From an optimization exercise on the open Yosys and OpenROAD flow, aimed at small area; shortcuts taken in it are not production practice.
The RTL was checked by simulation tests, not by an equivalence proof against the original design.
No driver is modelled on the clock port, so clocking that relies on it looks cheaper here than on a real chip.
Power is estimated from default activity; no workload was simulated.

==> 11-07 <==
==> flow/design.v (excerpt) <==
module gf1
	(
	input MCLK,
	input CLK,  
	input IOW,
	input IOR,
	input CS1,  
	input CS2,  
	input DACK1,  
	input DACK2,  
	input RESET,
	output WAIT,
	output DRQ1,
	output DRQ2,
	output IRQ1,
	output IRQ2,
	output IRQ3,
	input DMA_TC,
	input [15:0] DATA_i,
	output [15:0] DATA_o,
	input IO16,
	input [3:0] ADDRESS,
	output BUSA_LOW,
	output BUSA_HIGH,
	input [7:0] DRAM_DATA_i,
	output [7:0] DRAM_DATA_o,
	output reg DRAM_WE,
	output reg DRAM_RAS,
	output [8:0] DRAM_ADDR,
	output DRAM_CAS0,
	output DRAM_CAS1,
	output DRAM_CAS2,
	output DRAM_CAS3,
	output DAC_DATA,
	output reg DAC_CLK,
	output reg DAC_LR,
	output reg DAC_LR2
	);
export LEC_CHECK = 0
export CAP_MARGIN = 20
export CORE_MARGIN = 2
export CORE_UTILIZATION = 65
export PLACE_DENSITY = 0.75
export SLEW_MARGIN = 20
export SYNTH_MEMORY_MAX_BITS = 16384
create_clock -name core_clock -period 15.0 [get_ports {MCLK}]
standard.sh (not shown) runs the stock make flow with config.mk's settings and CLKGATE_MAP_FILE= SYNTH_SCRIPT=/design/flow/synth_recipe.tcl, a recipe that flattens the netlist after the stock synthesis.
==> flow/flow/run.sh <==
#!/bin/bash
# Own layout flow: the standard synthesis, its combinational logic re-mapped
# for area (registers untouched), then the standard layout with its own
# clock tree settings. Each tool's output goes to a log file here.
set -euo pipefail
HERE=$(pwd)
RES=$HERE/orfs/results/$FLOW_PLATFORM/gf1/base
LIB=$FLOW_HOME/platforms/$FLOW_PLATFORM/lib/sky130_fd_sc_hd__tt_025C_1v80.lib
CFG=$FLOW_HOME/platforms/$FLOW_PLATFORM/config.mk
PORTS="BUFFER_PORTS_ARGS=-buffer_cell sky130_fd_sc_hd__buf_1"

# 1. standard synthesis
bash standard.sh "$RES/1_2_yosys.v" > "$HERE/log_1_synth.txt" 2>&1
cp "$RES/1_2_yosys.v" "$HERE/synth_standard.v"

# 2. re-map the combinational logic
SEQ=$(grep -oE 'sky130_fd_sc_hd__[a-z0-9_]+' "$RES/1_2_yosys.v" | sort -u | grep -E '__(e|s|se)?df|__dl' | tr '\n' ' ')
DU=$(sed -n '/DONT_USE_CELLS += /,/^#/p' "$CFG" | grep -oE 'sky130_fd_sc_hd__[a-z0-9_]+' | sed 's/^/-dont_use /' | tr '\n' ' ')
sed -e "s#{LIB}#$LIB#g" -e "s#{NETLIST}#$RES/1_2_yosys.v#g" -e "s#{TOP}#$FLOW_TOP#g" \
    -e "s#{SEQ}#$SEQ#g" -e "s#{DONTUSE}#$DU#g" -e "s#{ABCSCRIPT}#$HERE/flow/area.abc#g" \
    flow/remap.ys > "$HERE/remap_run.ys"
yosys -l "$HERE/log_2_remap.txt" -q "$HERE/remap_run.ys" > /dev/null 2>&1

BASE_CTS="-sink_clustering_enable -repair_clock_nets -dont_use_dummy_load"
CHOSEN=""
i=0
for cfg in "32 100" "30 100 -clustering_exponent 2" "30 90" "29 100" "28 100" "26 80"; do
  i=$((i+1))
  set -- $cfg
  ARGS="$BASE_CTS -sink_clustering_size $1 -sink_clustering_max_diameter $2 ${*:3}"
  rm -f "$RES/4_1_cts.odb" "$RES/4_cts.odb" "$RES/4_cts.sdc"
  bash standard.sh "CTS_ARGS=$ARGS" "$PORTS" cts > "$HERE/log_3_cts_try$i.txt" 2>&1
  ODB="$RES/4_1_cts.odb" SDC="$RES/4_cts.sdc" openroad -no_init -exit flow/clkslew.tcl > "$HERE/log_3_slew_try$i.txt" 2>&1 || true
  S=$(awk '/^CLKSLEW/{print $2}' "$HERE/log_3_slew_try$i.txt")
  CHOSEN="$ARGS"
  echo "try $i: $ARGS: slew $S" >> "$HERE/log_3_cts_chosen.txt"
  if awk -v s="$S" 'BEGIN{exit !(s != "" && s <= 0.112)}'; then break; fi
done
echo "chosen: $CHOSEN" >> "$HERE/log_3_cts_chosen.txt"

# 4. the rest of the standard layout
bash standard.sh "CTS_ARGS=$CHOSEN" "$PORTS" finish > "$HERE/log_4_layout.txt" 2>&1
==> flow/flow/area.abc <==
&get -n
&st
&dc2
&dch -f
&nf -R 1000
&put
mfs2 -W 4 -M 5000
&get -n
&st
&dch -f
&nf -R 1000
&put
mfs2 -W 4 -M 5000
&get -n
&st
&dch -f
&nf -R 1000
&put
mfs2 -W 4 -M 5000
&get -n
&st
&dch -f
&nf -R 1000
&put
==> flow/flow/clkslew.tcl <==
# Largest flip-flop clock-pin slew after clock tree synthesis, with placement parasitics.
set plat $::env(FLOW_HOME)/platforms/$::env(FLOW_PLATFORM)
read_lef $plat/lef/sky130_fd_sc_hd.tlef
read_lef $plat/lef/sky130_fd_sc_hd_merged.lef
read_liberty $plat/lib/sky130_fd_sc_hd__tt_025C_1v80.lib
read_db $::env(ODB)
read_sdc $::env(SDC)
source $plat/setRC.tcl
estimate_parasitics -placement
set mx 0
foreach p [get_pins -hierarchical */CLK] {
  set s [get_property $p slew_max]
  if {$s > $mx} { set mx $s }
}
puts "CLKSLEW $mx"
Other scripts of this flow, unchanged in this note and not shown: flow/flow/remap.ys
==> 09-04 (differences from 11-07) <==
--- a/flow/design.v
+++ b/flow/design.v
@@ -72,17 +72,12 @@
 	reg [1:0] cl147, clW, cl41, clR, clU;
 	reg [4:0] vr_waddr;
 	reg [1:0] pc147, pcW, pc41, pcR, pcU;
 	reg vr_phost;
 	reg [5:0] vr_pnew;
 	reg vr_win;              
-	reg vr_lost;             
-	reg vr_xfer;
-	reg [4:0] vr_waddr2;
-	reg [1:0] qc147, qcW, qc41, qcR, qcU;
-	reg vr_qhost;
 	reg vr_pend;             
 	reg vr_rdy;
 	reg vr_slot;
 	reg vr_commit;
 	integer vr_i;
 	reg [4735:0] vr_ring;    
@@ -621,32 +616,12 @@
 	reg [8:0] mul_val_b;
 	reg [7:0] interp_in;
 	reg [8:0] interp_in_mul;
 	wire signed [15:0] mul_val_a_s = mul_val_a;
 	wire signed [9:0] mul_val_b_s = { 1'h0, mul_val_b };
 	reg signed [24:0] mul_result;
-	reg [24:0] mul_booth;
-	reg [2:0] mb_g;
-	reg mb_one, mb_two, mb_neg;
-	reg [16:0] mb_p;
-	integer mb_i;
-	wire [10:0] mb_b = {1'b0, mul_val_b, 1'b0};
-	always @*
-	begin
-		mul_booth = 25'h0;
-		for (mb_i = 0; mb_i < 5; mb_i = mb_i + 1)
-		begin
-			mb_g = mb_b[2*mb_i +: 3];
-			mb_one = mb_g[0] ^ mb_g[1];
-			mb_two = (mb_g == 3'b011) | (mb_g == 3'b100);
-			mb_neg = mb_g[2] & ~(mb_g[1] & mb_g[0]);
-			mb_p = (mb_one ? {mul_val_a[15], mul_val_a} : (mb_two ? {mul_val_a, 1'b0} : 17'h0)) ^ {17{mb_neg}};
-			mul_booth = mul_booth + ({~mb_p[16], mb_p} << (2*mb_i)) + ({24'h0, mb_neg} << (2*mb_i));
-		end
-		mul_booth = mul_booth - 25'h0aa0000;
-	end
 	reg [15:0] mul_mem[0:1];
 	reg [15:0] mul_interp;
 	reg [11:0] atten_l[0:1];
 	reg [3:0] pan_l[0:1];
 	reg w2048;
 	wire [3:0] pan = w2048 ? pan_l[1] : ~pan_l[1];
@@ -1167,38 +1142,20 @@
 			vr_ones <= 1'b1;
 		vr_rdy = vr_pend | (vr_win & ~voice_ram_update);
 		vr_slot = (vr_waddr[2:0] + vr_rot) == 3'd7;
 		vr_commit = vr_rdy & vr_slot;
 		vr_rot <= vr_rot + 3'd1;
 		vr_win <= voice_ram_update;
-		vr_xfer = vr_lost & ~voice_ram_update & (~vr_rdy | vr_commit);
-		vr_pend <= (vr_rdy & ~vr_commit) | vr_xfer;
+		vr_pend <= vr_rdy & ~vr_commit;
 		if (voice_ram_update & (~vr_rdy | vr_commit))
 		begin
 			vr_waddr <= ram_addr_l;
 			pc147 <= cl147; pcW <= clW; pc41 <= cl41; pcR <= clR; pcU <= clU;
 			vr_phost <= vr_host;
 			vr_pnew <= { wave_params_l2[2][2] & ~wave_irq_clear_l5, wave_params_l2[2][1], wave_params_l2[2][0],
 				ramp_params_l2[2][2] & ~ramp_irq_clear_l5, ramp_params_l2[2][1], ramp_params_l2[2][0] };
-			vr_lost <= 1'b0;
-		end
-		else if (voice_ram_update)
-		begin
-			vr_waddr2 <= ram_addr_l;
-			qc147 <= cl147; qcW <= clW; qc41 <= cl41; qcR <= clR; qcU <= clU;
-			vr_qhost <= vr_host;
-			vr_lost <= 1'b1;
-		end
-		else if (vr_xfer)
-		begin
-			vr_waddr <= vr_waddr2;
-			pc147 <= qc147; pcW <= qcW; pc41 <= qc41; pcR <= qcR; pcU <= qcU;
-			vr_phost <= vr_qhost;
-			vr_pnew <= { wave_params_l2[2][2] & ~wave_irq_clear_l5, wave_params_l2[2][1], wave_params_l2[2][0],
-				ramp_params_l2[2][2] & ~ramp_irq_clear_l5, ramp_params_l2[2][1], ramp_params_l2[2][0] };
-			vr_lost <= 1'b0;
 		end
 		for (vr_i = 0; vr_i < 4; vr_i = vr_i + 1)
 		begin
 			vr_ring[(vr_i*8+1)*148 +: 148*7] <= vr_ring[(vr_i*8+0)*148 +: 148*7];
 			if (vr_commit & (vr_waddr[4:3] == vr_i))
 				vr_ring[(vr_i*8)*148 +: 148] <= (vr_ring[(vr_i*8+7)*148 +: 148] & ~vr_we) | (vr_wd & vr_we);
@@ -2117,13 +2074,13 @@
 		if (w2035)
 			interp_in_mul <= { 1'h0, interp_in };
 		if (clk3)
 			mul_val_b <= interp_in_mul;
 		else if (clk1)
 			mul_val_b <= { 1'h1, atten[7:0] };
-		mul_result <= mul_booth;
+		mul_result <= mul_val_a_s * mul_val_b_s;
 		if (w2415)
 			mul_mem[0] <= mul_result[23:8];
 		if (w2416)
 			mul_mem[1] <= mul_result[23:8];
 		if (w2036)
 			mul_interp <= mul_mem[0] + mul_mem[1];
==> flow/flow/run.sh (replaced) <==
#!/bin/bash
# Own layout flow: the standard synthesis, its combinational logic re-mapped
# for area (registers untouched), then the standard layout with its own
# clock tree settings. Each tool's output goes to a log file here.
set -euo pipefail
HERE=$(pwd)
RES=$HERE/orfs/results/$FLOW_PLATFORM/gf1/base
LIB=$FLOW_HOME/platforms/$FLOW_PLATFORM/lib/sky130_fd_sc_hd__tt_025C_1v80.lib
CFG=$FLOW_HOME/platforms/$FLOW_PLATFORM/config.mk

# 1. standard synthesis
bash standard.sh "$RES/1_2_yosys.v" > "$HERE/log_1_synth.txt" 2>&1
cp "$RES/1_2_yosys.v" "$HERE/synth_standard.v"

# 2. re-map the combinational logic
SEQ=$(grep -oE 'sky130_fd_sc_hd__[a-z0-9_]+' "$RES/1_2_yosys.v" | sort -u | grep -E '__(e|s|se)?df|__dl' | tr '\n' ' ')
DU=$(sed -n '/DONT_USE_CELLS += /,/^#/p' "$CFG" | grep -oE 'sky130_fd_sc_hd__[a-z0-9_]+' | sed 's/^/-dont_use /' | tr '\n' ' ')
sed -e "s#{LIB}#$LIB#g" -e "s#{NETLIST}#$RES/1_2_yosys.v#g" -e "s#{TOP}#$FLOW_TOP#g" \
    -e "s#{SEQ}#$SEQ#g" -e "s#{DONTUSE}#$DU#g" -e "s#{ABCSCRIPT}#$HERE/flow/area.abc#g" \
    flow/remap.ys > "$HERE/remap_run.ys"
yosys -l "$HERE/log_2_remap.txt" -q "$HERE/remap_run.ys" > /dev/null 2>&1

# 3. the rest of the standard layout, with the clock tree settings below
CTS="-sink_clustering_enable -repair_clock_nets -dont_use_dummy_load -sink_clustering_size ${CTS_SIZE:-24} -sink_clustering_max_diameter ${CTS_DIAM:-100}"
bash standard.sh "CTS_ARGS=$CTS" "BUFFER_PORTS_ARGS=-buffer_cell sky130_fd_sc_hd__buf_1" finish > "$HERE/log_3_layout.txt" 2>&1
==> flow/flow/area.abc (replaced) <==
&get -n
&st
&dc2
&dch -f
&nf -R 1000
&put
mfs2 -W 4 -M 5000
&get -n
&st
&dch -f
&nf -R 1000
&put
- CORE_UTILIZATION: 65 -> 60
- PLACE_DENSITY: 0.75 -> 0.7
removed: flow/flow/clkslew.tcl
==> qor summary <==
quantity                                                        11-07                 09-04
Met3 routed wirelength                                       98000 µm              95300 µm
Post-route worst setup slack                                  4.97 ns               6.17 ns
Number of flip-flops and latches                                 6255                  6239
Total non-filler cell area in the finished layout          202000 µm²            204000 µm²
Clock buf count                                                   262                   299
Total clock network power                                   0.00810 W             0.00863 W
DIE WIDTH                                                      540 µm                564 µm
Most prevalent standard cell on the critical path             a21oi_1                maj3_1
Met2 wire length                                            276000 µm             279000 µm
Reg-to-reg critical path endpoint                  wave_addr_l[1][28]  accum_shifter[0][10]
Outcome                                      timing/DRC/antenna clean  timing/DRC/antenna clean
Setup slack of the most critical reg-to-reg path              4.97 ns               6.17 ns
Endpoint required time on the critical path                  15.67 ns              15.62 ns
Number of global-route vias before repair                      130000                131000
Worst setup path start                                      wave_sel1        val_shifted[0]
Summed instance area of the synthesized netlist            187000 µm²            188000 µm²
Cell count of the worst reg-to-reg path                            40                    28
Routed vias                                                    135000                136000
Maximum vdd drop                                             0.116 mV              0.124 mV
Layout fillers                                                  19800                 23300
Placeable Area                                             286000 µm²            312000 µm²
Number of rows in the core area                                   196                   205
Final Skew                                                  0.0982 ns              0.119 ns

port drivers added, routing unchanged:
No port has a modelled driver above. Below, the same layouts with a new extraction and two added sets of constraints. Step 1, drivers: a clkbuf_16 drives MCLK and a buf_2 each remaining input, both assumed. Step 2 adds t to the input delays and takes it off the output delays; t is the mean of the earliest and latest rising clock arrival at the registers after step 1. Input paths then give back, and output paths get back, about the clock's delay inside the block. Slacks: ideal / step 1 / step 2; pairs: ideal / step 1.
run | shift t [ns] | setup slack, ns | pins driven straight from the clock port
11-07 | 1.034 | 4.973 / 4.973 / 4.973 | 1
09-04 | 1.038 | 6.173 / 6.173 / 5.780 | 1
After both steps setup and hold are still met in every run listed. For 09-04, which loses most, drivers alone change the setup slack by 0.000 ns; drivers and shift together by -0.393 ns.
